Background: an optimization exercise with open tools, aiming at small area and a short achievable clock period. Do not read the settings as production practice. RTL that was checked went through simulation tests only; none was proved equivalent to the original. For runs 1 to 4, only the layout was checked, not whether the RTL still works. Power and IR drop assume default switching activity.

--- design.v ---
module d_register
#(
    parameter WIDTH = 8
)
(
    input [WIDTH - 1 : 0] d ,
    input clk,
    input rst,
    output reg [WIDTH - 1 : 0] q
);
always @ (posedge clk or posedge rst) begin
    if (rst)
        q <= 0;
    else
        q <= d;
end
endmodule
module d_flipflop
(
    input d,
    input clk,
    input rst,
    output reg q
);
always @ (posedge clk or posedge rst) begin
    if (rst)
        q <= 1'b0;
    else
        q <= d;
end
endmodule
module negator
#(
parameter INPUT_WIDTH = 7
)
(
input [INPUT_WIDTH - 1 : 0] in,
input  en,
output [INPUT_WIDTH : 0] out
);
assign out = (en) ? ( (~{1'b0,in}) + 1 ): {1'b0, in}; 
endmodule
module mem_byte
(
    input            clk,
    input            we,
    input            hold,
    input            sel,
    input      [7:0] wd,
    output reg [7:0] q,
    output     [7:0] rd_n
);
always @(posedge clk)
    q <= ({8{we}} & wd) | ({8{hold}} & q);
assign rd_n = ~({8{sel}} & q);
endmodule
module register_file
(
    input            clk,
    input            rst,
    input      [3:0] ld_we,
    input      [3:0] alu_we,
    input      [7:0] r_data,
    input      [7:0] wdata,
    output reg [7:0] q0,
    output reg [7:0] q1,
    output reg [7:0] q2,
    output reg [7:0] q3
);
wire [3:0] keep = ~(ld_we | alu_we);
always @(posedge clk or posedge rst) begin
    if (rst) begin
        q0 <= 8'd0;
        q1 <= 8'd0;
        q2 <= 8'd0;
        q3 <= 8'd0;
    end else begin
        q0 <= ({8{ld_we[0]}} & r_data) | ({8{alu_we[0]}} & wdata) | ({8{keep[0]}} & q0);
        q1 <= ({8{ld_we[1]}} & r_data) | ({8{alu_we[1]}} & wdata) | ({8{keep[1]}} & q1);
        q2 <= ({8{ld_we[2]}} & r_data) | ({8{alu_we[2]}} & wdata) | ({8{keep[2]}} & q2);
        q3 <= ({8{ld_we[3]}} & r_data) | ({8{alu_we[3]}} & wdata) | ({8{keep[3]}} & q3);
    end
end
endmodule
module alu 
# 
(
    parameter WIDTH = 8
)
(
    input wire [WIDTH - 1 : 0] a,
    input wire [WIDTH - 1 : 0] b,
    output reg [WIDTH - 1 : 0] c,
    input wire [1:0] op,
    output wire gt
);
assign gt = a > b;
always @ (a or b or op) begin
    case (op)
        2'b00: c = a + b;
        2'b01: c = ~(a & b);
        default: c = a >> b;
    endcase
end
endmodule
module control_unit
(
input [2:0] instruction,
output [1:0] op,
output branch,
output ldh,
output rd_ram,
output ldc,
output w_reg,
output w_ram
);
assign op = rom_output[7:6];
assign branch = rom_output[5];
assign ldh = rom_output[4];
assign rd_ram = rom_output[3];
assign ldc = rom_output[2];
assign w_reg = rom_output[1];
assign w_ram = rom_output[0];
reg [7:0] rom_output;
always @ (instruction) begin
    case (instruction)
        0: rom_output = 8'b00000010;
        1: rom_output = 8'b01000010;
        2: rom_output = 8'b10000010;
        3: rom_output = 8'b00100000;
        4: rom_output = 8'b00001010;
        5: rom_output = 8'b00000001;
        6: rom_output = 8'b00000110;
        7: rom_output = 8'b00010110;
    endcase
end
endmodule
module top
(
    input rst,
    input clk,
    input button,
    output [5:0] leds,
    output [7:0] imem_addr,
    input [7:0] imem_data
);
reg [7:0] pc;
reg       flag;
wire [7:0] ra, rb, rc, rd;
reg       clr;
wire [7:0] I  = imem_data;
wire [2:0] op = I[7:5];
wire is_bgt = (op == 3'd3);
wire is_ld  = (op == 3'd4);
wire is_str = (op == 3'd5);
wire is_ldc = op[2] & op[1];
wire [1:0] s1 = is_ldc ? {1'b0, I[4]} : I[4:3];
wire [1:0] s2 = I[2:1];
reg [7:0] a, b;
always @(*) begin
    case (s1)
        2'd0: a = ra;
        2'd1: a = rb;
        2'd2: a = rc;
        default: a = rd;
    endcase
    case (s2)
        2'd0: b = ra;
        2'd1: b = rb;
        2'd2: b = rc;
        default: b = rd;
    endcase
end
wire [3:0] s2_oh = 4'd1 << s2;
wire [15:0] lo_r [0:3];
wire [15:0] hi_r [0:3];
genvar gi;
generate
    for (gi = 0; gi < 16; gi = gi + 1) begin : pre_g
        assign lo_r[0][gi] = (ra[3:0] == gi);
        assign lo_r[1][gi] = (rb[3:0] == gi);
        assign lo_r[2][gi] = (rc[3:0] == gi);
        assign lo_r[3][gi] = (rd[3:0] == gi);
        assign hi_r[0][gi] = (ra[7:4] == gi);
        assign hi_r[1][gi] = (rb[7:4] == gi);
        assign hi_r[2][gi] = (rc[7:4] == gi);
        assign hi_r[3][gi] = (rd[7:4] == gi);
    end
endgenerate
wire [15:0] lo_sel = ({16{s2_oh[0]}} & lo_r[0]) | ({16{s2_oh[1]}} & lo_r[1]) |
                     ({16{s2_oh[2]}} & lo_r[2]) | ({16{s2_oh[3]}} & lo_r[3]);
wire [15:0] hi_sel = ({16{s2_oh[0]}} & hi_r[0]) | ({16{s2_oh[1]}} & hi_r[1]) |
                     ({16{s2_oh[2]}} & hi_r[2]) | ({16{s2_oh[3]}} & hi_r[3]);
wire [255:0] sel;
generate
    for (gi = 0; gi < 256; gi = gi + 1) begin : sel_g
        assign sel[gi] = hi_sel[gi / 16] & lo_sel[gi % 16];
    end
endgenerate
wire [7:0] rd_n [0:254];
wire [7:0] mem_q [0:254];
generate
    for (gi = 0; gi < 255; gi = gi + 1) begin : byte_g
        wire we = is_str & sel[gi];
        mem_byte u (.clk(clk), .we(we), .hold(~(we | clr)), .sel(sel[gi]),
                    .wd(a), .q(mem_q[gi]), .rd_n(rd_n[gi]));
    end
endgenerate
reg [7:0] mem_rd;
integer k;
always @(*) begin
    mem_rd = 8'd0;
    for (k = 0; k < 255; k = k + 1)
        mem_rd = mem_rd | ~rd_n[k];
end
wire [7:0] r_data = (mem_rd & {8{~clr}}) | {7'b0, sel[255] & button};
assign leds = ~{mem_q[254][0], mem_q[253][0], mem_q[252][0],
                mem_q[251][0], mem_q[250][0], mem_q[249][0]} | {6{clr}};
wire [7:0] sum  = a + b;
wire [7:0] nnd  = ~(a & b);
wire [7:0] shr  = (b[7:3] != 5'd0) ? 8'd0 : (a >> b[2:0]);
wire       gt   = a > b;
reg [7:0] wdata;
always @(*) begin
    case (op)
        3'd1: wdata = nnd;
        3'd2: wdata = shr;
        3'd6: wdata = {a[7:4], I[3:0]};
        3'd7: wdata = {I[3:0], a[3:0]};
        default: wdata = sum;
    endcase
end
wire [3:0] s1_oh  = 4'd1 << s1;
wire       wr_alu = ~(is_bgt | is_str | is_ld);
register_file regs (.clk(clk), .rst(rst),
                    .ld_we(s1_oh & {4{is_ld}}), .alu_we(s1_oh & {4{wr_alu}}),
                    .r_data(r_data), .wdata(wdata),
                    .q0(ra), .q1(rb), .q2(rc), .q3(rd));
wire [7:0] off  = I[4] ? (8'd0 - {4'd0, I[3:0]}) : {4'd0, I[3:0]};
wire       take = is_bgt & flag;
wire [7:0] pc_next = pc + (take ? off : 8'd1);
always @(posedge clk or posedge rst) begin
    if (rst) begin
        pc   <= 8'd0;
        flag <= 1'b0;
        clr  <= 1'b1;
    end else begin
        pc   <= pc_next;
        flag <= gt;
        clr  <= 1'b0;
    end
end
assign imem_addr = pc;
endmodule
--- run.sh ---
#!/bin/bash
# synth_recipe.tcl (not shown) runs the flow's synth.tcl, then flattens the netlist and writes it again
# the make line also repeats each setting of config.mk as NAME=value (left out here)
make -C /OpenROAD-flow-scripts/flow DESIGN_CONFIG=/design/flow/config.mk WORK_HOME=/design/flow/orfs CLKGATE_MAP_FILE= SYNTH_SCRIPT=/design/flow/synth_recipe.tcl finish
--- config.mk ---
export PLATFORM = sky130hd
export DESIGN_NAME = top
export DESIGN_NICKNAME = top
export VERILOG_FILES = /design/flow/design.v
export SDC_FILE = /design/flow/constraint.sdc
export NUM_CORES = 4
export LEC_CHECK = 0
export CAP_MARGIN = 20
export CORE_MARGIN = 2
export CORE_UTILIZATION = 55
export PLACE_DENSITY = 0.65
export SETUP_SLACK_MARGIN = 3.0
export SLEW_MARGIN = 20
export SYNTH_HIERARCHICAL = 1
--- constraint.sdc ---
create_clock -name core_clock -period 7.5 [get_ports {clk}]
set_input_delay 1.5000 -clock core_clock [delete_from_list [all_inputs] [get_ports {clk}]]
set_output_delay 1.5000 -clock core_clock [all_outputs]
set_load 0.01 [all_outputs]
==> results.yml, run 1 <==
outcome:
  status: "complete, no violations"
logic_synthesis:
  ys_seq_area_frac: 0.487
  syn_nets: 9129
  synth_seq_cells: 2082
  ys_async_sr_fraction: 0.0202
  synth_cells: 9092
  synth_cell_types: 72
  synthFlopType: "dfxtp_1"
  synth-edff-count: 0
  yosysWarnings: 9
  netlist_area_mm2: 0.0860
  avgSynthCellArea_um2: 9.46
floorplanning:
  die_area_mm2: 0.159
  die_y_um: 399
  die_x_um: 399
  start_util: 0.552
  ios: 25
  rows: 145
  coreArea_mm2: 0.156
sta:
  period_share: 0.624
  finalSetupTns_ps: 0
  fmax_ghz: 0.214
  maxSlewViolCount: 0
  tightest_slew_ps: 1240
  rsz0062_at_grt: "yes"
  setup_ws_ps: 2820
  setup_viol: 0
  slew-limit-headroom: 0.174
  fin_skew_ps: 46.3
  timing.hold.ws_ps: 471
  hold_violations: 0
  fin_crit_ps: 4680
critical_path:
  startpoint_type: "input pin"
  path_cells: "buf_8, buf_12, buf_4, nand3_1, nor2_2, a211oi_4, buf_4, clkbuf_16, buf_4, nor2_1, nand2_1, nand4_1, nor4_1, nand4_1, nor4_2, nor2_1, a22o_1, a21o_1"
  end_kind: "flip-flop"
  crit_required_ps: 8260
  cp.arrival_ps: 5440
  path_max_fanout: 8
  crit_type: "input pin to flip-flop"
  cpMostUsedCell: "buf_4"
  crit_slowest_cell: "nor4_1"
  slowest_delay_ps: 660
finish:
  layout_commonest_cell: "nand2_1"
  final_layout_size_suffix_gt1_frac: 0.104
  seqCellArea_mm2: 0.0419
  fin_cells: 10900
  fillCellCount: 13400
  final_core_util: 0.600
  final_cell_mix: "2,078 x nand2_1, 2,072 x a22o_1, 2,040 x dfxtp_1, 755 x nor2_1, 539 x nand4_1"
  multi_input_area_mm2: 0.0381
  layout.nets: 8712
  syn_to_final_growth_pct: 8.55
clocking:
  cts_buffer_depth: 3
  cts_tree: "yes"
  htreeDepth: 4
  cts_buffers: 209
  insertion_delay_ps: 870
  clock-root-buffer: "clkbuf_16"
  cts.sinks: 2082
  clkTransAtPathRegs_ps: 60
  hold_buffers: 0
power:
  p_sw_frac: 0.309
  clkPwrFrac: 0.410
  ir_worst_vdd_mv: 0.310
  seqPwrFrac: 0.424
  combPwrFrac: 0.166
  power.leakage_nw: 35.5
  internal_power_mw: 18.7
  p_sw_mw: 8.37
  p_per_area_mw_per_mm2: 290
place:
  dp_slack_ps: 322
  dp_hpwl_um: 179000
  placed_cells: 10400
  gp_congestion: 0.951
  io_buffers: 24
global_routing:
  antenna_found_initial: 9
  gr-total-overflow: 0
  grt_max_degree: 148
  grt_pass1_vias: 67100
  track_usage: 0.356
  grt_pass1_wl_um: 433000
hold_path:
  hold_class: "flip-flop to flip-flop"
route:
  dr.pass1.iters: 6
  route.detailed.drc: 0
  ant_nets: 0
  via_per_inst: 6.52
  postRouteWirelength_um: 296000
  num_vias: 71200
  drt_iter0_drc: 8205
  wl_per_cell_um: 27.1
job:
  max_cap_viol_count: 0
-- flip-flops by register name, indices dropped and copies added (netlist names) --
name	cells
regs.q0	8
regs.q1	8
pc	8
flag	1
regs.q3	8
clr	1
byte_g.u.q	2040
regs.q2	8
-- layout make-up --
class	count	share of cell area
antenna	8	0.000215
clock buffer	313	0.0672
clock inverter	82	0.0120
inverter	35	0.00153
multi-input combinational	6049	0.408
sequential	2082	0.449
tap	2058	0.0276
timing repair buffer	298	0.0346
-- per-stage QoR --
stage / total power, mW / cell area (um^2)
2_1_floorplan: 13.7 / 86200
3_3_place_gp: 15.5 / 83100
3_5_place_dp: 15.5 / 83100
4_1_cts: 26.8 / 92100
5_1_grt: 27.6 / 93300
6_report: 27.1 / 93300
-- path summary, 6_finish.rpt --
kind | slack (ps) | cells after the start | end | startpoint
min | 470 | 1 | byte_g[155].u.q[5]$_DFF_P_ | byte_g[155].u.q[5]$_DFF_P_
max in group asynchronous | 5880 | 3 | regs.q1[2]$_DFF_PP0_ | rst
min in group asynchronous | 1200 | 2 | pc[4]$_DFF_PP0_ | rst
min reg2reg | 470 | 1 | byte_g[155].u.q[5]$_DFF_P_ | byte_g[155].u.q[5]$_DFF_P_
max | 2820 | 18 | regs.q3[4]$_DFF_PP0_ | imem_data[2]
max reg2reg | 2920 | 14 | regs.q3[2]$_DFF_PP0_ | regs.q3[4]$_DFF_PP0_
-- per-module statistics from Yosys (local to each module, per instance) --
module | times used | cells
top | 1 | 2098
register_file | 1 | 109
mem_byte | 255 | 27
-- cells by family (layout without fill, tap and decap cells) --
logic type / Yosys count / in the layout / synth area share
AND/OR/NAND/NOR: 3722 / 3722 / 0.186
AO/OA/AOI/OAI: 2265 / 2270 / 0.227
flip-flops: 2082 / 2082 / 0.487
buffers and inverters: 966 / 728 / 0.0912
adder cells (fa/ha/maj): 26 / 26 / 0.00396
XOR/XNOR: 15 / 15 / 0.00153
multiplexers: 15 / 15 / 0.00307
other: 1 / 9 / 0.0000436
-- worst max-delay path: cells and delay by family --
kind | cells | cell delay (ps)
buffers and inverters | 6 | 1020
AOI/OAI and AO/OA | 3 | 820
and+or+nand+nor | 9 | 2090
-- synth_stat cells (3+ instances only) --
cell type     n  area (um^2)
nor4_1      138          863
nor2b_1      19          119
buf_4         3         22.5
xor2_1        5         43.8
or4_1         3         22.5
o2111ai_1     3         26.3
a2111oi_1     3         30.0
nand2_1    2081         7810
o21ai_0      16         80.1
o221ai_1      7         61.3
a211oi_1     13         97.6
a31oi_1       5         31.3
o22ai_1      32          200
nand2b_1     23          144
or2_2        18          113
nand3_1      25          125
dfrtp_1      41         1030
and3_1        3         18.8
nor3b_1       3         22.5
mux4_2        9          203
ha_1         24          300
nor2_4        4         45.0
a22o_1     2072        18100
nor3_1       25          125
o22a_1        3         26.3
o21bai_1      5         37.5
a311oi_1      5         43.8
mux2i_1       5         50.1
nand4_1     539         3370
o2bb2ai_1     3         26.3
a21oi_1      26          130
buf_6       515         5800
a21o_1       36          270
buf_2       266         1330
o211ai_1      8         60.1
nor2_1      829         3110
xnor2_1      10         87.6
o21a_1       10         75.1
inv_1        34          128
clkbuf_1    145          544
dfxtp_1    2040        40800
-- power by group through the flow --
| stage | combinational (mW) | clock, mW | sequential (mW) |
|---|---|---|---|
| floorplan | 2.13 | 0 | 11.5 |
| global placement | 3.85 | 0 | 11.7 |
| detailed placement | 3.85 | 0 | 11.7 |
| CTS | 4.15 | 11.2 | 11.5 |
| global route | 4.54 | 11.6 | 11.5 |
| finish | 4.48 | 11.1 | 11.5 |
-- per-layer routing --
layer / vias up / GRT usage / wire length, um
met5: - / 0 / 14
li1: 32000 / - / -
met3: 800 / 0.0652 / 27700
met1: 34700 / 0.482 / 124000
met2: 3745 / 0.548 / 128000
met4: 2 / 0.168 / 15700
-- what timing repair did --
item	in CTS	in global routing
pin swaps	60	76
endpoints found under the hold margin	0	0
gates cloned	9	9
endpoints found under the setup margin	2054	359
buffers inserted	64	33
gates resized for setup	177	162
==> run 2, diff against run 1 <==
--- a/config.mk
+++ b/config.mk
@@ -8,6 +8,8 @@
 export CAP_MARGIN = 20
 export CORE_MARGIN = 2
 export CORE_UTILIZATION = 55
+export CTS_CLUSTER_DIAMETER = 120
+export CTS_CLUSTER_SIZE = 30
 export PLACE_DENSITY = 0.65
 export SETUP_SLACK_MARGIN = 3.0
 export SLEW_MARGIN = 20
==> run 2 against run 1 <==
  * First-iteration DRC count decreased by 2.0%
  * Register-to-register slack got worse by 100 ps
  * Sequential power hardly changed
  * Sequential share of layout area is 2.4 points higher
  * Count of clock-buffer cells in the layout decreased by 225
  * Largest cell class unchanged
  * Die area did not move
  * Via count is 1.5% lower
  * Critical path depth decreased by 1
  * Utilization shrank 3.0 points
  * Critical endpoint is now regs.q3[2]$_DFF_PP0_
  * Final area is 5.0% lower
  * Still clean
==> results.yml, run 2 <==
logic_synthesis:
  netlist_area_mm2: 0.0860
  ys_top_cells_by_count: "2,081 x nand2_1, 2,072 x a22o_1, 2,040 x dfxtp_1, 829 x nor2_1, 539 x nand4_1"
  yosysWarnings: 9
  synth_seq_cells: 2082
  yosysMostFrequentCell: "nand2_1"
  synth_cell_types: 72
  synthTopCellsByArea: "dfxtp_1 48%, a22o_1 21%, nand2_1 9.1%"
  avgSynthCellArea_um2: 9.46
  synth_xor_xnor_area_share: 0.00153
  synth-edff-count: 0
  syn_nets: 9129
  ys_seq_area_frac: 0.487
  yosys-mux-area-fraction: 0.00307
  synth_fa_ha_area_frac: 0.00396
  synth_top_family_by_area: "compound AO/OA/AOI/OAI gates"
  synth_compound_area_frac: 0.227
  ys_async_sr_fraction: 0.0202
  synth_cells: 9092
  synth_top_area_frac: 0.475
  yosys.area_share.simple: 0.186
  yosysTopAreaCell: "dfxtp_1"
  synthFlopType: "dfxtp_1"
hold_path:
  hold_class: "flip-flop to flip-flop"
  hold_depth: 1
  min_to: "byte_g[83].u.q[5]$_DFF_P_"
  min_from: "byte_g[83].u.q[5]$_DFF_P_"
sta:
  fin_crit_ps: 4730
  maxSlewViolCount: 0
  timing.hold.ws_ps: 483
  hold_violations: 0
  slew-limit-headroom: 0.127
  fmax_ghz: 0.212
  setup_ws_ps: 2770
  finalSetupTns_ps: 0
  rsz0062_at_grt: "yes"
  setup_viol: 0
  fin_skew_ps: 45.7
  period_share: 0.630
  tightest_slew_ps: 1310
floorplanning:
  die_area_mm2: 0.159
  rows: 145
  ios: 25
  die_x_um: 399
  die_y_um: 399
  start_util: 0.552
  coreArea_mm2: 0.156
critical_path:
  cp.arrival_ps: 5370
  end_kind: "flip-flop"
  path_max_fanout: 10
  crit_required_ps: 8140
  startpoint_type: "input pin"
  rr_worst_depth: 13
  crit_type: "input pin to flip-flop"
  r2r-end: "regs.q3[2]$_DFF_PP0_"
  r2r_setup_slack_ps: 2820
  rr_startpoint: "regs.q0[4]$_DFF_PP0_"
clocking:
  cts_buffers: 79
  insertion_delay_ps: 770
  hold_buffers: 0
  cts_buffer_depth: 3
  cts_tree: "yes"
  htreeDepth: 3
  clock-root-buffer: "clkbuf_16"
  cts.sinks: 2082
  clkTransAtPathRegs_ps: 110
global_routing:
  track_usage: 0.352
  gr-total-overflow: 0
  grt_pass1_vias: 65600
  antenna_found_initial: 9
  grt_pass1_wl_um: 428000
  grt_max_degree: 148
place:
  place_area_mm2: 0.0831
  dp_hpwl_um: 179000
  dp_slack_ps: 322
  placed_cells: 10400
  io_buffers: 24
  gp_congestion: 0.951
route:
  via_per_inst: 6.60
  ant_nets: 0
  route.detailed.drc: 0
  postRouteWirelength_um: 292000
  wl_per_cell_um: 27.5
  dr.pass1.iters: 6
  drt_iter0_drc: 8042
  num_vias: 70200
outcome:
  status: "complete, no violations"
power:
  power.leakage_nw: 33.1
  ir_worst_vdd_mv: 0.305
  p_per_area_mw_per_mm2: 243
  finalPower_mw: 21.5
finish:
  syn_to_final_growth_pct: 3.11
  layout_commonest_cell: "nand2_1"
  final_cell_mix: "2,076 x nand2_1, 2,072 x a22o_1, 2,040 x dfxtp_1, 703 x nor2_1, 539 x nand4_1"
  final_core_util: 0.569
  fin_cells: 10600
  regMostFlops: "byte_g.u.q"
  final_layout_size_suffix_gt1_frac: 0.0853
  largest_register_ffs: 2040
  final_area_mm2: 0.0886
  layout.nets: 8596
job:
  max_cap_viol_count: 0
==> run 2: layer usage <==
layer  wire (um)  GRT usage  vias to the layer above
li1            -          -                    31500
met1      123000      0.484                    34400
met4       15200      0.161                        2
met2      128000      0.542                     3552
met5          13          0                        -
met3       25800     0.0555                      665
==> run 2: final cells by class <==
type	count	area, um^2
repair buffers	312	3450
fillers	13800	67000
clock inverters	4	46.3
diodes	8	20.0
flip-flops and latches	2082	41900
clock buffers	88	2120
multi-input cells	6049	38400
well taps	2058	2570
inverters	35	143
==> run 2: power by group <==
| part | internal [mW] | switching, mW | leakage, nW | total [mW] |
|---|---|---|---|---|
| registers | 11.2 | 0.302 | 16.9 | 11.5 |
| clock network | 2.04 | 3.46 | 1.06 | 5.51 |
| logic | 1.09 | 3.47 | 15.1 | 4.56 |
==> run 2: timing repair <==
item | CTS | global route
gates cloned | 11 | 5
resized for setup | 256 | 177
pin swaps | 82 | 87
setup buffers | 81 | 32
setup endpoints to repair | 2073 | 542
==> run 2: critical path, cell delays in order <==
cell and delay (ps):
buf_12 130, buf_8 150, nor2b_1 100, nand3_2 130, o22ai_2 100, a211oi_4 550, buf_12 260, nor2_1 150
nand2_1 100, nand4_1 230, nor4_4 430, buf_4 180, nand4_1 350, nor4_2 400, nor2_2 130, a22o_1 290
a21o_1 150
==> run 2: how the worst max path moves through the flow <==
stage | startpoint | end | slack, ps | cells after the start
finish | imem_data[1] | regs.q3[2]$_DFF_PP0_ | 2770 | 17
global route | imem_data[1] | regs.q3[2]$_DFF_PP0_ | 2800 | 17
CTS | imem_data[1] | regs.q3[2]$_DFF_PP0_ | 2930 | 19
detailed placement | imem_data[1] | regs.q1[7]$_DFF_PP0_ | 320 | 15
global placement | imem_data[1] | regs.q3[1]$_DFF_PP0_ | 330 | 14
floorplan | imem_data[7] | regs.q3[7]$_DFF_PP0_ | 830 | 12
==> run 2: logic make-up (layout without fill, tap and decap cells) <==
kind of cell    count (synthesis)  after routing
buf+inv                       966            439
flops                        2082           2082
other cells                     1              9
compound gates               2265           2270
mux                            15             15
fa+ha+maj                      26             26
simple gates                 3722           3722
xor+xnor                       15             15
==> run 2: modules after synthesis (local to each module, per instance) <==
module	flip-flops and latches	times used	area (um^2)
top	10	1	11100
register_file	32	1	1440
mem_byte	8	255	288
==> run 3, diff against run 2 <==
--- a/config.mk
+++ b/config.mk
@@ -7,10 +7,8 @@
 export LEC_CHECK = 0
 export CAP_MARGIN = 20
 export CORE_MARGIN = 2
-export CORE_UTILIZATION = 55
-export CTS_CLUSTER_DIAMETER = 120
-export CTS_CLUSTER_SIZE = 30
-export PLACE_DENSITY = 0.65
+export CORE_UTILIZATION = 70
+export PLACE_DENSITY = 0.8
 export SETUP_SLACK_MARGIN = 3.0
 export SLEW_MARGIN = 20
 export SYNTH_HIERARCHICAL = 1
==> run 3 against run 2 <==
  * Wire length down 1.6%
  * Largest cell class unchanged
  * Largest power group unchanged
  * Final area up 3.9%
  * Worst hold slack worse by 13 ps
  * Clock power up 92%
  * Critical path type unchanged
  * Die area down 21%
  * Critical path depth unchanged
  * Area after synthesis unchanged
  * Non-clock buffer count down 31
==> results.yml, run 3 <==
global_routing:
  grt_max_degree: 152
  antenna_found_initial: 15
  met3_usage: 0.107
  track_usage: 0.432
  grt_util_met1: 0.572
  met2_usage: 0.641
  grt_pass1_vias: 67600
  busiest_layer: "met2"
  gr-total-overflow: 0
  grt_pass1_wl_um: 420000
finish:
  layout.nets: 8682
  final_cell_mix: "2,075 x nand2_1, 2,072 x a22o_1, 2,040 x dfxtp_1, 728 x nor2_1, 539 x nand4_1"
  regMostFlops: "byte_g.u.q"
  final_core_util: 0.756
  largest_register_ffs: 2040
  layout_commonest_cell: "nand2_1"
  final_layout_size_suffix_gt1_frac: 0.102
  syn_to_final_growth_pct: 7.13
hold_path:
  hold_class: "flip-flop to flip-flop"
sta:
  finalSetupTns_ps: 0
  slew-limit-headroom: 0.178
  fin_skew_ps: 37.8
  rsz0062_at_grt: "yes"
  maxSlewViolCount: 0
  period_share: 0.630
  hold_violations: 0
  fmax_ghz: 0.211
  fin_crit_ps: 4730
  setup_viol: 0
  tightest_slew_ps: 1230
floorplanning:
  ios: 25
  start_util: 0.705
  coreArea_mm2: 0.122
  die_area_mm2: 0.126
  die_y_um: 354
  die_x_um: 354
  rows: 128
clocking:
  htreeDepth: 4
  clock-root-buffer: "clkbuf_16"
  clkTransAtPathRegs_ps: 60
  cts_tree: "yes"
  insertion_delay_ps: 860
  cts_buffers: 196
  cts_buffer_depth: 3
  cts.sinks: 2082
  hold_buffers: 0
logic_synthesis:
  synth_seq_cells: 2082
  avgSynthCellArea_um2: 9.46
  ys_top_cells_by_count: "2,081 x nand2_1, 2,072 x a22o_1, 2,040 x dfxtp_1, 829 x nor2_1, 539 x nand4_1"
  synth_cells: 9092
  synthTopCellsByArea: "dfxtp_1 48%, a22o_1 21%, nand2_1 9.1%"
  synth_top_area_frac: 0.475
  yosysTopAreaCell: "dfxtp_1"
  yosysMostFrequentCell: "nand2_1"
  syn_nets: 9129
  synth-edff-count: 0
  synth_cell_types: 72
  synthFlopType: "dfxtp_1"
  netlist_area_mm2: 0.0860
  ys_async_sr_fraction: 0.0202
  ys_seq_area_frac: 0.487
  yosysWarnings: 9
route:
  dr.pass1.iters: 10
  wl_per_cell_um: 27.6
  ant_nets: 0
  via_per_inst: 7.04
  postRouteWirelength_um: 288000
  drt_iter0_drc: 10500
  route.detailed.drc: 0
  num_vias: 73400
power:
  ir_worst_vdd_mv: 0.361
  p_per_area_mw_per_mm2: 288
  power.leakage_nw: 35.1
place:
  io_buffers: 24
  dp_hpwl_um: 173000
  gp_congestion: 1.00
critical_path:
  crit_required_ps: 8230
  path_max_fanout: 15
  cp.arrival_ps: 5460
  crit_type: "input pin to flip-flop"
  end_kind: "flip-flop"
  startpoint_type: "input pin"
job:
  max_cap_viol_count: 0
outcome:
  status: "complete, no violations"
## run 3: cell counts after synthesis
No cell type changed its count.
## run 3: metrics by stage
stage | cell area (um^2) | worst slack, ps | power [mW] | std cells | hold WS (ps)
detailed placement | 82200 | 77.6 | 15.4 | 9937 | 453
finish | 92100 | 2770 | 26.6 | 10400 | 470
floorplan | 86200 | 833 | 13.7 | 9092 | 440
global route | 92100 | 2820 | 27.0 | 10400 | 480
CTS | 90600 | 2900 | 25.9 | 10400 | 472
global placement | 82100 | 30.3 | 15.4 | 9936 | 453
## run 3: logic make-up after synthesis
group,Yosys count,synth area share
xor+xnor,15,0.00153
other cells,1,0.0000436
simple gates,3722,0.186
fa+ha+maj,26,0.00396
compound gates,2265,0.227
flops,2082,0.487
mux,15,0.00307
buf+inv,966,0.0912
## run 3: cell type report
class | count | area [um^2]
repair buffers | 281 | 3050
multi-input cells | 6049 | 38100
flip-flops and latches | 2082 | 41900
clock inverters | 72 | 986
diodes | 5 | 12.5
inverters | 35 | 146
clock buffers | 283 | 5910
well taps | 1625 | 2030
fillers | 8610 | 29800
## run 3: what timing repair did
action | CTS | global route
pin swaps | 43 | 91
gates cloned | 7 | 11
endpoints found under the setup margin | 1979 | 184
resized for setup | 154 | 204
buffers inserted | 61 | 56
## run 3: final timing paths
check / startpoint / to / slack (ps) / cells after the start
worst max-delay path: imem_data[2] / regs.q0[3]$_DFF_PP0_ / 2770 / 17
worst min-delay path: byte_g[56].u.q[5]$_DFF_P_ / byte_g[56].u.q[5]$_DFF_P_ / 470 / 1
worst max register to register: regs.q3[0]$_DFF_PP0_ / regs.q3[1]$_DFF_PP0_ / 2960 / 14
worst min register to register: byte_g[56].u.q[5]$_DFF_P_ / byte_g[56].u.q[5]$_DFF_P_ / 470 / 1
max in group asynchronous: rst / regs.q0[4]$_DFF_PP0_ / 6010 / 3
min in group asynchronous: rst / pc[1]$_DFF_PP0_ / 1030 / 2
## run 3: power by group
part | switching [mW] | total (mW) | internal (mW)
sequential | 0.282 | 11.5 | 11.2
combinational | 3.42 | 4.53 | 1.12
clock | 4.41 | 10.6 | 6.16
total | 8.11 | 26.6 | 18.5
## run 3: worst max-delay path: stages
cell,delay (ps)
buf_12,130
clkbuf_16,150
nor2b_1,150
nand2_2,140
o22ai_2,110
a311oi_4,420
buf_12,180
clkbuf_16,160
nor2_2,90
nand2_1,80
nand4_1,140
nor4_2,490
nand4_1,700
nor4_4,480
nor2_2,100
a22o_1,270
a21o_1,150
## run 3: per-module statistics from Yosys (local to each module, per instance)
module         times used  flip-flops and latches
mem_byte              255                       8
register_file           1                      32
top                     1                      10
## run 3: metal layers
metal / vias up / part of all wire
li1: 31900 / -
met1: 35100 / 0.38
met2: 5195 / 0.42
met3: 1151 / 0.13
met4: 22 / 0.067
met5: - / 0.00061
==> run 4, diff against run 3 <==
--- a/design.v
+++ b/design.v
@@ -58,9 +58,11 @@
 (
     input            clk,
     input            rst,
+    input      [3:0] ldm_we,
     input      [3:0] ld_we,
     input      [3:0] alu_we,
-    input      [7:0] r_data,
+    input      [7:0] mem_rd,
+    input            btn,
     input      [7:0] wdata,
     output reg [7:0] q0,
     output reg [7:0] q1,
@@ -68,6 +70,7 @@
     output reg [7:0] q3
 );
 wire [3:0] keep = ~(ld_we | alu_we);
+wire [7:0] btn8 = {7'b0, btn};
 always @(posedge clk or posedge rst) begin
     if (rst) begin
         q0 <= 8'd0;
@@ -75,33 +78,39 @@
         q2 <= 8'd0;
         q3 <= 8'd0;
     end else begin
-        q0 <= ({8{ld_we[0]}} & r_data) | ({8{alu_we[0]}} & wdata) | ({8{keep[0]}} & q0);
-        q1 <= ({8{ld_we[1]}} & r_data) | ({8{alu_we[1]}} & wdata) | ({8{keep[1]}} & q1);
-        q2 <= ({8{ld_we[2]}} & r_data) | ({8{alu_we[2]}} & wdata) | ({8{keep[2]}} & q2);
-        q3 <= ({8{ld_we[3]}} & r_data) | ({8{alu_we[3]}} & wdata) | ({8{keep[3]}} & q3);
-    end
-end
-endmodule
-module alu 
-# 
-(
-    parameter WIDTH = 8
-)
-(
-    input wire [WIDTH - 1 : 0] a,
-    input wire [WIDTH - 1 : 0] b,
-    output reg [WIDTH - 1 : 0] c,
-    input wire [1:0] op,
-    output wire gt
-);
-assign gt = a > b;
-always @ (a or b or op) begin
-    case (op)
-        2'b00: c = a + b;
-        2'b01: c = ~(a & b);
-        default: c = a >> b;
-    endcase
-end
+        q0 <= ({8{ldm_we[0]}} & mem_rd) | ({8{ld_we[0]}} & btn8) | ({8{alu_we[0]}} & wdata) | ({8{keep[0]}} & q0);
+        q1 <= ({8{ldm_we[1]}} & mem_rd) | ({8{ld_we[1]}} & btn8) | ({8{alu_we[1]}} & wdata) | ({8{keep[1]}} & q1);
+        q2 <= ({8{ldm_we[2]}} & mem_rd) | ({8{ld_we[2]}} & btn8) | ({8{alu_we[2]}} & wdata) | ({8{keep[2]}} & q2);
+        q3 <= ({8{ldm_we[3]}} & mem_rd) | ({8{ld_we[3]}} & btn8) | ({8{alu_we[3]}} & wdata) | ({8{keep[3]}} & q3);
+    end
+end
+endmodule
+module t_nand4
+(
+    input  [7:0] a0,
+    input  [7:0] a1,
+    input  [7:0] a2,
+    input  [7:0] a3,
+    output [7:0] y
+);
+assign y = ~(a0 & a1 & a2 & a3);
+endmodule
+module t_nand3
+(
+    input  [7:0] a0,
+    input  [7:0] a1,
+    input  [7:0] a2,
+    output [7:0] y
+);
+assign y = ~(a0 & a1 & a2);
+endmodule
+module t_nor2
+(
+    input  [7:0] a0,
+    input  [7:0] a1,
+    output [7:0] y
+);
+assign y = ~(a0 | a1);
 endmodule
 module control_unit
 (
@@ -206,14 +215,29 @@
                     .wd(a), .q(mem_q[gi]), .rd_n(rd_n[gi]));
     end
 endgenerate
-reg [7:0] mem_rd;
-integer k;
-always @(*) begin
-    mem_rd = 8'd0;
-    for (k = 0; k < 255; k = k + 1)
-        mem_rd = mem_rd | ~rd_n[k];
-end
-wire [7:0] r_data = (mem_rd & {8{~clr}}) | {7'b0, sel[255] & button};
+wire [7:0] l1 [0:63];
+wire [7:0] l2 [0:31];
+wire [7:0] l3 [0:7];
+wire [7:0] l4 [0:3];
+wire [7:0] mem_rd;
+generate
+    for (gi = 0; gi < 63; gi = gi + 1) begin : l1_g
+        t_nand4 u (.a0(rd_n[4*gi]), .a1(rd_n[4*gi+1]), .a2(rd_n[4*gi+2]),
+                   .a3(rd_n[4*gi+3]), .y(l1[gi]));
+    end
+    for (gi = 0; gi < 32; gi = gi + 1) begin : l2_g
+        t_nor2 u (.a0(l1[2*gi]), .a1(l1[2*gi+1]), .y(l2[gi]));
+    end
+    for (gi = 0; gi < 8; gi = gi + 1) begin : l3_g
+        t_nand4 u (.a0(l2[4*gi]), .a1(l2[4*gi+1]), .a2(l2[4*gi+2]),
+                   .a3(l2[4*gi+3]), .y(l3[gi]));
+    end
+    for (gi = 0; gi < 4; gi = gi + 1) begin : l4_g
+        t_nor2 u (.a0(l3[2*gi]), .a1(l3[2*gi+1]), .y(l4[gi]));
+    end
+endgenerate
+t_nand3 l1_last (.a0(rd_n[252]), .a1(rd_n[253]), .a2(rd_n[254]), .y(l1[63]));
+t_nand4 l5 (.a0(l4[0]), .a1(l4[1]), .a2(l4[2]), .a3(l4[3]), .y(mem_rd));
 assign leds = ~{mem_q[254][0], mem_q[253][0], mem_q[252][0],
                 mem_q[251][0], mem_q[250][0], mem_q[249][0]} | {6{clr}};
 wire [7:0] sum  = a + b;
@@ -233,8 +257,9 @@
 wire [3:0] s1_oh  = 4'd1 << s1;
 wire       wr_alu = ~(is_bgt | is_str | is_ld);
 register_file regs (.clk(clk), .rst(rst),
-                    .ld_we(s1_oh & {4{is_ld}}), .alu_we(s1_oh & {4{wr_alu}}),
-                    .r_data(r_data), .wdata(wdata),
+                    .ldm_we(s1_oh & {4{is_ld & ~clr}}), .ld_we(s1_oh & {4{is_ld}}),
+                    .alu_we(s1_oh & {4{wr_alu}}),
+                    .mem_rd(mem_rd), .btn(sel[255] & button), .wdata(wdata),
                     .q0(ra), .q1(rb), .q2(rc), .q3(rd));
 wire [7:0] off  = I[4] ? (8'd0 - {4'd0, I[3:0]}) : {4'd0, I[3:0]};
 wire       take = is_bgt & flag;
--- a/config.mk
+++ b/config.mk
@@ -7,8 +7,8 @@
 export LEC_CHECK = 0
 export CAP_MARGIN = 20
 export CORE_MARGIN = 2
-export CORE_UTILIZATION = 70
-export PLACE_DENSITY = 0.8
+export CORE_UTILIZATION = 55
+export PLACE_DENSITY = 0.65
 export SETUP_SLACK_MARGIN = 3.0
 export SLEW_MARGIN = 20
 export SYNTH_HIERARCHICAL = 1
==> run 4 against run 3 <==
  * Clock power about the same
  * Sequential power about the same
  * Non-clock buffer count decreased by 65
  * Largest cell class unchanged
==> results.yml, run 4 <==
logic_synthesis:
  synth_cell_types: 75
  syn_nets: 9331
  ys_async_sr_fraction: 0.0202
  synthFlopType: "dfxtp_1"
  synth_cells: 9295
  yosysTopAreaCell: "dfxtp_1"
  ys_top_cells_by_count: "2,084 x nand2_1, 2,042 x a22o_1, 2,040 x dfxtp_1, 1,118 x nor2_1, 578 x nand4_1"
  yosysMostFrequentCell: "nand2_1"
  synthTopCellsByArea: "dfxtp_1 47%, a22o_1 21%, nand2_1 9.0%"
  netlist_area_mm2: 0.0866
  avgSynthCellArea_um2: 9.31
  ys_seq_area_frac: 0.484
  synth_top_area_frac: 0.472
  yosysWarnings: 9
  synth-edff-count: 0
  synth_seq_cells: 2082
finish:
  regMostFlops: "byte_g.u.q"
  final_area_mm2: 0.0914
  layout.nets: 8820
  seqCellArea_mm2: 0.0419
  fin_cells: 11000
  final_cell_mix: "2,082 x nand2_1, 2,042 x a22o_1, 2,040 x dfxtp_1, 1,054 x nor2_1, 578 x nand4_1"
  largest_register_ffs: 2040
  syn_to_final_growth_pct: 5.56
  multi_input_area_mm2: 0.0376
  layout_commonest_cell: "nand2_1"
  final_layout_size_suffix_gt1_frac: 0.0764
  fillCellCount: 13600
power:
  clkPwrFrac: 0.407
  seqPwrFrac: 0.438
  power.leakage_nw: 34.5
  internal_power_mw: 18.2
  p_sw_mw: 7.98
  finalPower_mw: 26.2
  combPwrFrac: 0.155
  p_per_area_mw_per_mm2: 287
  ir_worst_vdd_mv: 0.246
  p_sw_frac: 0.305
place:
  gp_congestion: 0.947
  placed_cells: 10600
  io_buffers: 24
  place_area_mm2: 0.0836
  dp_hpwl_um: 175000
  dp_slack_ps: 810
clocking:
  cts_buffers: 208
  cts_tree: "yes"
  clock-root-buffer: "clkbuf_16"
  clkTransAtPathRegs_ps: 60
  insertion_delay_ps: 850
  htreeDepth: 4
  cts_buffer_depth: 3
  cts.sinks: 2082
sta:
  hold_violations: 0
  rsz0062_at_grt: "yes"
  slew-limit-headroom: 0.205
  setup_ws_ps: 2910
  fin_crit_ps: 4590
  fin_skew_ps: 23.7
  setup_viol: 0
  tightest_slew_ps: 1190
  period_share: 0.612
  finalSetupTns_ps: 0
  maxSlewViolCount: 0
  fmax_ghz: 0.218
critical_path:
  rr_startpoint: "regs.q2[1]$_DFF_PP0_"
  r2r-end: "regs.q3[2]$_DFF_PP0_"
  r2r_setup_slack_ps: 3200
  crit_required_ps: 8210
  crit_type: "input pin to flip-flop"
  end_kind: "flip-flop"
  startpoint_type: "input pin"
  cp.arrival_ps: 5300
  path_max_fanout: 17
  rr_worst_depth: 11
floorplanning:
  die_x_um: 401
  start_util: 0.554
  rows: 145
  die_area_mm2: 0.161
  coreArea_mm2: 0.156
  ios: 25
  die_y_um: 401
hold_path:
  min_to: "byte_g[64].u.q[5]$_DFF_P_"
  min_from: "byte_g[64].u.q[5]$_DFF_P_"
  hold_depth: 1
  hold_class: "flip-flop to flip-flop"
route:
  route.detailed.drc: 0
  via_per_inst: 6.43
  dr.pass1.iters: 6
  num_vias: 70800
  drt_iter0_drc: 8760
  postRouteWirelength_um: 284000
  wl_per_cell_um: 25.8
  ant_nets: 0
global_routing:
  track_usage: 0.338
  grt_pass1_wl_um: 421000
  grt_max_degree: 141
  gr-total-overflow: 0
  antenna_found_initial: 9
  grt_pass1_vias: 66100
job:
  max_cap_viol_count: 0
outcome:
  status: "complete, no violations"
## run 4: cell types whose count changed in the layout (fill, tap and decap cells not counted), sizes merged, moves of 17 or more
cell	delta
a21o	-30
a221o	+27
a22o	-30
buf	-55
nand2b	+17
nand4	+39
nor2	+284
nor3b	+28
nor4	-134
or2	-17
## run 4: through the flow
step	utilization	hold slack (ps)
5_1_grt	0.585	475
2_1_floorplan	-	440
4_1_cts	0.583	472
3_5_place_dp	0.535	454
6_report	0.585	471
3_3_place_gp	0.535	452
## run 4: cell families after synthesis
kind of cell,after synthesis,share of synthesized area
AND/OR/NAND/NOR,3952,0.193
AO/OA/AOI/OAI,2237,0.224
buffers and inverters,969,0.0911
other,1,0.0000433
flip-flops,2082,0.484
adder cells (fa/ha/maj),25,0.00370
XOR/XNOR,17,0.00172
multiplexers,12,0.00244
## run 4: worst max-delay path by stage
stage                                end  slack, ps    startpoint  depth (start not counted)
floorplan           regs.q1[7]$_DFF_PP0_       -320  imem_data[3]                         15
global placement    regs.q1[6]$_DFF_PP0_        710  imem_data[2]                         15
detailed placement  regs.q2[6]$_DFF_PP0_        810  imem_data[2]                         15
CTS                 regs.q2[7]$_DFF_PP0_       2960  imem_data[6]                         14
global route        regs.q1[0]$_DFF_PP0_       2960  imem_data[1]                         16
finish              regs.q3[2]$_DFF_PP0_       2910  imem_data[1]                         15
## run 4: area by class of cell
cell class,count,area share
Tap cell,2058,0.0282
Clock buffer,309,0.0673
Sequential cell,2082,0.458
Multi-Input combinational cell,6247,0.412
Inverter,29,0.00127
Antenna cell,3,0.0000822
Timing Repair Buffer,216,0.0234
Clock inverter,73,0.00969
## run 4: per-layer routing
layer	vias up	share of wire	global-route usage
met5	-	0.000046	0
met4	2	0.038	0.132
met3	575	0.096	0.0613
met2	3668	0.42	0.498
met1	34300	0.44	0.490
li1	32200	-	-
## run 4: timing repair
item | CTS | global route
pin swaps | 10 | 28
buffers inserted | 16 | 10
hold buffers | 0 | 0
endpoints found under the setup margin | 1987 | 388
resized for setup | 72 | 72
gates cloned | 3 | 0
## run 4: modules after synthesis (local to each module, per instance)
module	flops+latches	cells inside
register_file	32	116
mem_byte	8	27
t_nor2	0	8
top	10	1422
t_nand4	0	8
t_nand3	0	8
## run 4: power groups by stage
stage | sequential, mW | combinational (mW) | clock (mW)
6_report | 11.5 | 4.06 | 10.7
5_1_grt | 11.5 | 4.15 | 11.2
4_1_cts | 11.5 | 3.90 | 10.8
3_5_place_dp | 11.7 | 3.82 | 0
3_3_place_gp | 11.7 | 3.80 | 0
2_1_floorplan | 11.5 | 2.16 | 0
## run 4: critical path, cell delays in order
cell,delay (ps)
buf_4,200
buf_4,180
nand2b_1,80
or3b_2,150
nor2_1,80
a211oi_4,840
buf_12,240
nor2_1,130
nand2_1,80
nand4_1,130
nor2_1,270
nand4_1,280
nor2_2,390
nand4_1,280
a221o_1,420
==> run 5, diff against run 4 <==
--- a/design.v
+++ b/design.v
@@ -59,18 +59,16 @@
     input            clk,
     input            rst,
     input      [3:0] ldm_we,
-    input      [3:0] ld_we,
-    input      [3:0] alu_we,
     input      [7:0] mem_rd,
-    input            btn,
-    input      [7:0] wdata,
+    input      [7:0] rest0,
+    input      [7:0] rest1,
+    input      [7:0] rest2,
+    input      [7:0] rest3,
     output reg [7:0] q0,
     output reg [7:0] q1,
     output reg [7:0] q2,
     output reg [7:0] q3
 );
-wire [3:0] keep = ~(ld_we | alu_we);
-wire [7:0] btn8 = {7'b0, btn};
 always @(posedge clk or posedge rst) begin
     if (rst) begin
         q0 <= 8'd0;
@@ -78,10 +76,10 @@
         q2 <= 8'd0;
         q3 <= 8'd0;
     end else begin
-        q0 <= ({8{ldm_we[0]}} & mem_rd) | ({8{ld_we[0]}} & btn8) | ({8{alu_we[0]}} & wdata) | ({8{keep[0]}} & q0);
-        q1 <= ({8{ldm_we[1]}} & mem_rd) | ({8{ld_we[1]}} & btn8) | ({8{alu_we[1]}} & wdata) | ({8{keep[1]}} & q1);
-        q2 <= ({8{ldm_we[2]}} & mem_rd) | ({8{ld_we[2]}} & btn8) | ({8{alu_we[2]}} & wdata) | ({8{keep[2]}} & q2);
-        q3 <= ({8{ldm_we[3]}} & mem_rd) | ({8{ld_we[3]}} & btn8) | ({8{alu_we[3]}} & wdata) | ({8{keep[3]}} & q3);
+        q0 <= ({8{ldm_we[0]}} & mem_rd) | rest0;
+        q1 <= ({8{ldm_we[1]}} & mem_rd) | rest1;
+        q2 <= ({8{ldm_we[2]}} & mem_rd) | rest2;
+        q3 <= ({8{ldm_we[3]}} & mem_rd) | rest3;
     end
 end
 endmodule
@@ -111,6 +109,19 @@
     output [7:0] y
 );
 assign y = ~(a0 | a1);
+endmodule
+module t_selgen
+(
+    input  [3:0]  s,
+    input  [15:0] r0,
+    input  [15:0] r1,
+    input  [15:0] r2,
+    input  [15:0] r3,
+    output [15:0] y_n
+);
+wire [15:0] p_n = ~(({16{s[0]}} & r0) | ({16{s[1]}} & r1));
+wire [15:0] q_n = ~(({16{s[2]}} & r2) | ({16{s[3]}} & r3));
+assign y_n = ~(~p_n | ~q_n);
 endmodule
 module control_unit
 (
@@ -196,14 +207,13 @@
         assign hi_r[3][gi] = (rd[7:4] == gi);
     end
 endgenerate
-wire [15:0] lo_sel = ({16{s2_oh[0]}} & lo_r[0]) | ({16{s2_oh[1]}} & lo_r[1]) |
-                     ({16{s2_oh[2]}} & lo_r[2]) | ({16{s2_oh[3]}} & lo_r[3]);
-wire [15:0] hi_sel = ({16{s2_oh[0]}} & hi_r[0]) | ({16{s2_oh[1]}} & hi_r[1]) |
-                     ({16{s2_oh[2]}} & hi_r[2]) | ({16{s2_oh[3]}} & hi_r[3]);
+wire [15:0] lo_sel_n, hi_sel_n;
+t_selgen lo_gen (.s(s2_oh), .r0(lo_r[0]), .r1(lo_r[1]), .r2(lo_r[2]), .r3(lo_r[3]), .y_n(lo_sel_n));
+t_selgen hi_gen (.s(s2_oh), .r0(hi_r[0]), .r1(hi_r[1]), .r2(hi_r[2]), .r3(hi_r[3]), .y_n(hi_sel_n));
 wire [255:0] sel;
 generate
     for (gi = 0; gi < 256; gi = gi + 1) begin : sel_g
-        assign sel[gi] = hi_sel[gi / 16] & lo_sel[gi % 16];
+        assign sel[gi] = ~(hi_sel_n[gi / 16] | lo_sel_n[gi % 16]);
     end
 endgenerate
 wire [7:0] rd_n [0:254];
@@ -256,10 +266,25 @@
 end
 wire [3:0] s1_oh  = 4'd1 << s1;
 wire       wr_alu = ~(is_bgt | is_str | is_ld);
-register_file regs (.clk(clk), .rst(rst),
-                    .ldm_we(s1_oh & {4{is_ld & ~clr}}), .ld_we(s1_oh & {4{is_ld}}),
-                    .alu_we(s1_oh & {4{wr_alu}}),
-                    .mem_rd(mem_rd), .btn(sel[255] & button), .wdata(wdata),
+wire [3:0] ldm_we = s1_oh & {4{is_ld & ~clr}};
+wire [3:0] ld_we  = s1_oh & {4{is_ld}};
+wire [3:0] alu_we = s1_oh & {4{wr_alu}};
+wire [3:0] keep   = ~(ld_we | alu_we);
+wire [7:0] btn8   = {7'b0, sel[255] & button};
+wire [7:0] rq [0:3];
+wire [7:0] rest [0:3];
+assign rq[0] = ra;
+assign rq[1] = rb;
+assign rq[2] = rc;
+assign rq[3] = rd;
+generate
+    for (gi = 0; gi < 4; gi = gi + 1) begin : rest_g
+        assign rest[gi] = ({8{ld_we[gi]}} & btn8) | ({8{alu_we[gi]}} & wdata) |
+                          ({8{keep[gi]}} & rq[gi]);
+    end
+endgenerate
+register_file regs (.clk(clk), .rst(rst), .ldm_we(ldm_we), .mem_rd(mem_rd),
+                    .rest0(rest[0]), .rest1(rest[1]), .rest2(rest[2]), .rest3(rest[3]),
                     .q0(ra), .q1(rb), .q2(rc), .q3(rd));
 wire [7:0] off  = I[4] ? (8'd0 - {4'd0, I[3:0]}) : {4'd0, I[3:0]};
 wire       take = is_bgt & flag;
==> run 5 against run 4 <==
  * Still clean on timing, DRC and antenna
  * Final cell count is 1.2% higher
  * Critical endpoint is now regs.q3[0]$_DFF_PP0_
  * Utilization down 0.13 points
  * Clock skew increased by 0.75 ps
  * Critical path depth increased by 1
  * Global-route usage increased by 0.93 points
  * Critical path type unchanged
  * Synthesized cell count increased by 1.9%
  * Via count is 1.7% higher
  * Flip-flop and latch count stayed put
  * Sequential power hardly changed
  * First-iteration DRC count decreased by 10%
==> results.yml, run 5 <==
outcome:
  status: "complete, no violations"
clocking:
  hold_buffers: 0
  clkTransAtPathRegs_ps: 60
  cts_tree: "yes"
  cts_buffers: 207
  cts.sinks: 2082
  htreeDepth: 4
  insertion_delay_ps: 840
  clock-root-buffer: "clkbuf_16"
  cts_buffer_depth: 3
power:
  power.leakage_nw: 35.0
  finalPower_mw: 27.0
  p_per_area_mw_per_mm2: 292
  ir_worst_vdd_mv: 0.363
finish:
  fillCellCount: 13800
  final_layout_size_suffix_gt1_frac: 0.0776
  syn_to_final_growth_pct: 5.49
  layout.nets: 8940
  final_cell_mix: "2,105 x nand2_1, 2,070 x a22o_1, 2,040 x dfxtp_1, 1,108 x nor2_1, 578 x nand4_1"
  largest_register_ffs: 2040
  final_core_util: 0.584
  fin_cells: 11200
  regMostFlops: "byte_g.u.q"
  layout_commonest_cell: "nand2_1"
logic_synthesis:
  yosysWarnings: 9
  synth_seq_cells: 2082
  synth_cell_types: 74
  synth_top_area_frac: 0.467
  ys_top_cells_by_count: "2,107 x nand2_1, 2,070 x a22o_1, 2,040 x dfxtp_1, 1,166 x nor2_1, 578 x nand4_1"
  ys_async_sr_fraction: 0.0202
  netlist_area_mm2: 0.0875
  synthFlopType: "dfxtp_1"
  avgSynthCellArea_um2: 9.25
  ys_seq_area_frac: 0.479
  syn_nets: 9505
  synth_cells: 9468
  yosysMostFrequentCell: "nand2_1"
  synth-edff-count: 0
  synthTopCellsByArea: "dfxtp_1 47%, a22o_1 21%, nand2_1 9.0%"
  yosysTopAreaCell: "dfxtp_1"
job:
  max_cap_viol_count: 0
floorplanning:
  coreArea_mm2: 0.158
  die_y_um: 403
  ios: 25
  die_x_um: 403
  die_area_mm2: 0.162
  rows: 146
  start_util: 0.553
place:
  placed_cells: 10700
  dp_hpwl_um: 181000
  io_buffers: 24
  gp_congestion: 0.970
sta:
  period_share: 0.609
  fin_crit_ps: 4570
  maxSlewViolCount: 0
  finalSetupTns_ps: 0
  setup_viol: 0
  hold_violations: 0
  tightest_slew_ps: 1260
  timing.hold.ws_ps: 469
  fmax_ghz: 0.219
  rsz0062_at_grt: "yes"
  fin_skew_ps: 24.4
  slew-limit-headroom: 0.161
route:
  num_vias: 72000
  wl_per_cell_um: 26.3
  ant_nets: 0
  route.detailed.drc: 0
  drt_iter0_drc: 7881
  via_per_inst: 6.46
  dr.pass1.iters: 10
  postRouteWirelength_um: 294000
critical_path:
  cp.arrival_ps: 5300
  crit_type: "input pin to flip-flop"
  cp_num_buf_inv: 5
  startpoint_type: "input pin"
  critPathTopFamily: "simple AND/OR/NAND/NOR gates"
  cpMostUsedCell: "nand4_1"
  path_cells: "clkbuf_4, inv_1, nor2_4, buf_4, a22o_2, a221oi_4, buf_6, nor2_1, nand2_1, nand4_1, nor2_1, nand4_1, nor2_4, nand4_1, buf_4, a21o_1"
  slowest_delay_ps: 480
  crit_required_ps: 8230
  crit_slowest_cell: "nand4_1"
  end_kind: "flip-flop"
  path_max_fanout: 31
global_routing:
  grt_pass1_wl_um: 433000
  gr-total-overflow: 0
  track_usage: 0.347
  antenna_found_initial: 9
  grt_max_degree: 144
  grt_pass1_vias: 68100
hold_path:
  hold_class: "flip-flop to flip-flop"
[run 5: kinds of logic (layout without fill, tap and decap cells)]
group | after synthesis | count (layout) | share of synthesized area
mux | 13 | 13 | 0.00270
fa+ha+maj | 26 | 26 | 0.00389
other cells | 1 | 5 | 0.0000428
xor+xnor | 17 | 17 | 0.00170
compound gates | 2278 | 2278 | 0.227
buf+inv | 1017 | 622 | 0.0926
simple gates | 4034 | 4035 | 0.194
flops | 2082 | 2082 | 0.479
[run 5: Yosys stat by module, one instance, submodules excluded]
module,area [um^2],cells inside,times used
top,7480,1562,1
register_file,1090,69,1
mem_byte,288,27,255
t_nor2,30.0,8,36
t_selgen,427,40,2
t_nand4,50.0,8,72
t_nand3,40.0,8,1
[run 5: final timing paths]
path	from	to	slack, ps	cells past startpoint
worst max-delay path	imem_data[1]	regs.q3[0]$_DFF_PP0_	2930	16
worst min-delay path	byte_g[130].u.q[5]$_DFF_P_	byte_g[130].u.q[5]$_DFF_P_	470	1
worst max register to register	regs.q1[3]$_DFF_PP0_	regs.q3[1]$_DFF_PP0_	3160	14
worst min register to register	byte_g[130].u.q[5]$_DFF_P_	byte_g[130].u.q[5]$_DFF_P_	470	1
max in group asynchronous	rst	regs.q1[4]$_DFF_PP0_	5700	2
min in group asynchronous	rst	pc[3]$_DFF_PP0_	1290	2
[run 5: area by class of cell]
cell class	instances	area, um^2	share of cell area
multi-input cells	6370	38300	0.415
clock buffers	298	6210	0.0673
flip-flops and latches	2082	41900	0.454
inverters	30	124	0.00134
well taps	2072	2590	0.0281
clock inverters	82	1080	0.0117
diodes	4	10.0	0.000108
repair buffers	212	2100	0.0228
[run 5: timing repair]
| item | 4_1_cts | 5_1_grt |
|---|---|---|
| resized for setup | 89 | 50 |
| buffers inserted | 46 | 2 |
| setup endpoints to repair | 2055 | 882 |
| pin swaps | 14 | 12 |
| cloned | 1 | 0 |
[run 5: routing by layer]
metal | routed length (um) | up-vias | GRT usage
met3 | 28000 | 760 | 0.0724
met2 | 125000 | 3742 | 0.523
li1 | - | 32600 | -
met5 | 27 | - | 0
met4 | 14900 | 4 | 0.170
met1 | 125000 | 34900 | 0.474
[run 5: metrics by stage]
stage                     setup WS [ps]  cell area (um^2)
after floorplan                     112             87600
after global placement              448             84100
after detailed placement            691             84200
after CTS                          3010             92200
after global routing               2870             92300
final                              2930             92300
[run 5: report_power, final]
group | internal [mW] | switching (mW)
Sequential | 11.2 | 0.385
Combinational | 0.951 | 3.44
Clock | 6.55 | 4.47
Total | 18.7 | 8.30
==> run 6, diff against run 5 <==
--- a/config.mk
+++ b/config.mk
@@ -8,6 +8,8 @@
 export CAP_MARGIN = 20
 export CORE_MARGIN = 2
 export CORE_UTILIZATION = 55
+export CTS_CLUSTER_DIAMETER = 100
+export CTS_CLUSTER_SIZE = 24
 export PLACE_DENSITY = 0.65
 export SETUP_SLACK_MARGIN = 3.0
 export SLEW_MARGIN = 20
==> run 6 against run 5 <==
  * Worst setup slack got worse by 39 ps
  * Count of clock-buffer cells in the layout fell by 193
  * Clock power fell by 46%
  * Final area fell by 5.0%
  * Maximum frequency fell by 0.84%
  * Critical endpoint is now regs.q3[6]$_DFF_PP0_
  * Largest power group unchanged
==> results.yml, run 6 <==
floorplanning:
  start_util: 0.553
  die_x_um: 403
  ios: 25
  rows: 146
  coreArea_mm2: 0.158
  die_y_um: 403
  die_area_mm2: 0.162
logic_synthesis:
  synth_cell_types: 74
  yosysTopAreaCell: "dfxtp_1"
  ys_async_sr_fraction: 0.0202
  yosysMostFrequentCell: "nand2_1"
  synth-edff-count: 0
  synth_seq_cells: 2082
  ys_top_cells_by_count: "2,107 x nand2_1, 2,070 x a22o_1, 2,040 x dfxtp_1, 1,166 x nor2_1, 578 x nand4_1"
  synth_top_area_frac: 0.467
  ys_seq_area_frac: 0.479
  avgSynthCellArea_um2: 9.25
  synthFlopType: "dfxtp_1"
  syn_nets: 9505
  yosysWarnings: 9
  synthTopCellsByArea: "dfxtp_1 47%, a22o_1 21%, nand2_1 9.0%"
  synth_cells: 9468
  netlist_area_mm2: 0.0875
clocking:
  cts_tree: "yes"
  cts.sinks: 2082
  cts_buffers: 97
  cts_buffer_depth: 3
  insertion_delay_ps: 760
  hold_buffers: 0
  htreeDepth: 3
  clock-root-buffer: "clkbuf_16"
  clkTransAtPathRegs_ps: 90
global_routing:
  antenna_found_initial: 12
  track_usage: 0.341
  grt_max_degree: 144
  gr-total-overflow: 0
  grt_pass1_vias: 66700
  grt_pass1_wl_um: 427000
power:
  power.leakage_nw: 32.8
  p_per_area_mw_per_mm2: 250
  ir_worst_vdd_mv: 0.388
  finalPower_mw: 21.9
finish:
  layout.nets: 8833
  fillCellCount: 14200
  final_layout_size_suffix_gt1_frac: 0.0540
  syn_to_final_growth_pct: 0.262
  final_core_util: 0.555
  final_area_mm2: 0.0878
  largest_register_ffs: 2040
  regMostFlops: "byte_g.u.q"
  layout_commonest_cell: "nand2_1"
  final_cell_mix: "2,105 x nand2_1, 2,070 x a22o_1, 2,040 x dfxtp_1, 1,101 x nor2_1, 578 x nand4_1"
route:
  dr.pass1.iters: 6
  route.detailed.drc: 0
  drt_iter0_drc: 7977
  wl_per_cell_um: 26.7
  num_vias: 71200
  via_per_inst: 6.54
  ant_nets: 0
  postRouteWirelength_um: 291000
place:
  place_area_mm2: 0.0842
  dp_hpwl_um: 181000
  gp_congestion: 0.970
  io_buffers: 24
critical_path:
  path_max_fanout: 32
  crit_type: "input pin to flip-flop"
  crit_required_ps: 8140
  startpoint_type: "input pin"
  cp.arrival_ps: 5250
  end_kind: "flip-flop"
  rr_worst_depth: 13
sta:
  timing.hold.ws_ps: 477
  fin_skew_ps: 31.7
  period_share: 0.614
  fin_crit_ps: 4610
  hold_violations: 0
  fmax_ghz: 0.217
  maxSlewViolCount: 0
  setup_viol: 0
  rsz0062_at_grt: "yes"
  tightest_slew_ps: 1250
  finalSetupTns_ps: 0
  slew-limit-headroom: 0.168
job:
  max_cap_viol_count: 0
hold_path:
  hold_depth: 1
  hold_class: "flip-flop to flip-flop"
outcome:
  status: "complete, no violations"
## run 6: cell types whose count changed in the layout (fill, tap and decap cells not counted), sizes merged
cell	delta
clkbuf	-190
clkinv	-43
bufinv	-24
clkinvlp	-11
buf	+2
clkdlybuf4s15	-2
inv	+2
diode	+1
## run 6: Yosys stat by module (local to each module, per instance)
module / cell area, um^2 / cells inside / copies in the design / flip-flops and latches
mem_byte: 288 / 27 / 255 / 8
register_file: 1090 / 69 / 1 / 32
t_selgen: 427 / 40 / 2 / 0
top: 7480 / 1562 / 1 / 10
t_nor2: 30.0 / 8 / 36 / 0
t_nand4: 50.0 / 8 / 72 / 0
t_nand3: 40.0 / 8 / 1 / 0
## run 6: cells by family after synthesis
logic type      count (synthesis)  share of synthesized area
simple gates                 4034                      0.194
compound gates               2278                      0.227
flops                        2082                      0.479
buf+inv                      1017                     0.0926
other cells                     1                  0.0000428
mux                            13                    0.00270
fa+ha+maj                      26                    0.00389
xor+xnor                       17                    0.00170
## run 6: per-stage QoR
step	instances	setup WS, ps
finish	10900	2890
global route	10900	2930
floorplan	9468	112
CTS	10900	2950
detailed placement	10700	691
global placement	10700	448
## run 6: repair_timing
action                      CTS  global route
gates cloned                  1             2
gates resized for setup     100            64
pin swaps                    16            23
setup endpoints to repair  2064          1193
setup buffers                44             5
## run 6: area by class of cell
| cell class | instances | area (um^2) | share of cell area |
|---|---|---|---|
| antenna | 5 | 12.5 | 0.000143 |
| clock buffer | 105 | 2520 | 0.0287 |
| clock inverter | 6 | 60.1 | 0.000684 |
| inverter | 30 | 124 | 0.00141 |
| multi-input combinational | 6370 | 38400 | 0.437 |
| sequential | 2082 | 41900 | 0.477 |
| tap | 2072 | 2590 | 0.0295 |
| timing repair buffer | 215 | 2190 | 0.0249 |
## run 6: path summary, 6_finish.rpt
| kind | from | end | slack, ps |
|---|---|---|---|
| worst max-delay path | imem_data[2] | regs.q3[6]$_DFF_PP0_ | 2890 |
| worst min-delay path | byte_g[130].u.q[5]$_DFF_P_ | byte_g[130].u.q[5]$_DFF_P_ | 480 |
| worst max register to register | regs.q1[0]$_DFF_PP0_ | regs.q3[6]$_DFF_PP0_ | 3150 |
| worst min register to register | byte_g[130].u.q[5]$_DFF_P_ | byte_g[130].u.q[5]$_DFF_P_ | 480 |
| max in group asynchronous | rst | regs.q1[5]$_DFF_PP0_ | 5620 |
| min in group asynchronous | rst | pc[1]$_DFF_PP0_ | 1350 |
## run 6: power by group
group          switching (mW)  internal (mW)  leakage [nW]  total, mW
Combinational            3.46          0.973          14.5       4.44
Sequential              0.387           11.2          16.9       11.6
Clock                    3.55           2.41          1.27       5.96
## run 6: layer usage
layer,track usage,wire length (um),vias to the layer above
met4,0.151,14500,12
li1,-,-,32200
met1,0.472,125000,34600
met5,0,115,-
met2,0.516,124000,3683
met3,0.0677,26900,692
## run 6: worst max-delay path: stages
cell and delay [ps]:
buf_4 210, buf_6 200, nor2_4 100, buf_4 220, a22o_2 280, a221oi_4 310
buf_12 290, nor2_1 210, nand2_1 130, nand4_1 150, nor2_1 320, nand4_1 350
nor2_2 340, nand4_1 300, a21o_1 250

[what the ideal ports hide]
No port has a modelled driver above. Below, the same layouts with a new extraction and two added sets of constraints. Step 1: set_driving_cell puts a clkbuf_16 on clk and a buf_2 on each other input, an assumption about the parent block. Step 2 times the ports against the registers' clock, not the clock port: input delays grow and output delays shrink by t, the midpoint of the rising clock arrivals with the driver on. Slacks: ideal ports / drivers / drivers and shift; pairs: ideal ports / drivers.
run | shift t [ns] | slack for setup (ns) | worst setup path at the end | worst data-port slew with drivers (ns)
run 1 | 0.930 | 2.817 / 2.846 / 1.915 | input to register | 0.08
run 2 | 0.831 | 2.773 / 2.800 / 1.969 | input to register | 0.07
run 3 | 0.929 | 2.771 / 2.783 / 1.854 | input to register | 0.11
run 4 | 0.921 | 2.912 / 2.976 / 2.054 | input to register | 0.06
run 5 | 0.916 | 2.933 / 2.919 / 2.003 | input to register | 0.12
run 6 | 0.824 | 2.895 / 2.939 / 2.116 | input to register | 0.13
After both steps every run listed still meets setup and hold. The setup slack of run 5, which loses most, moves by -0.014 ns with the drivers and by -0.930 ns with both steps.
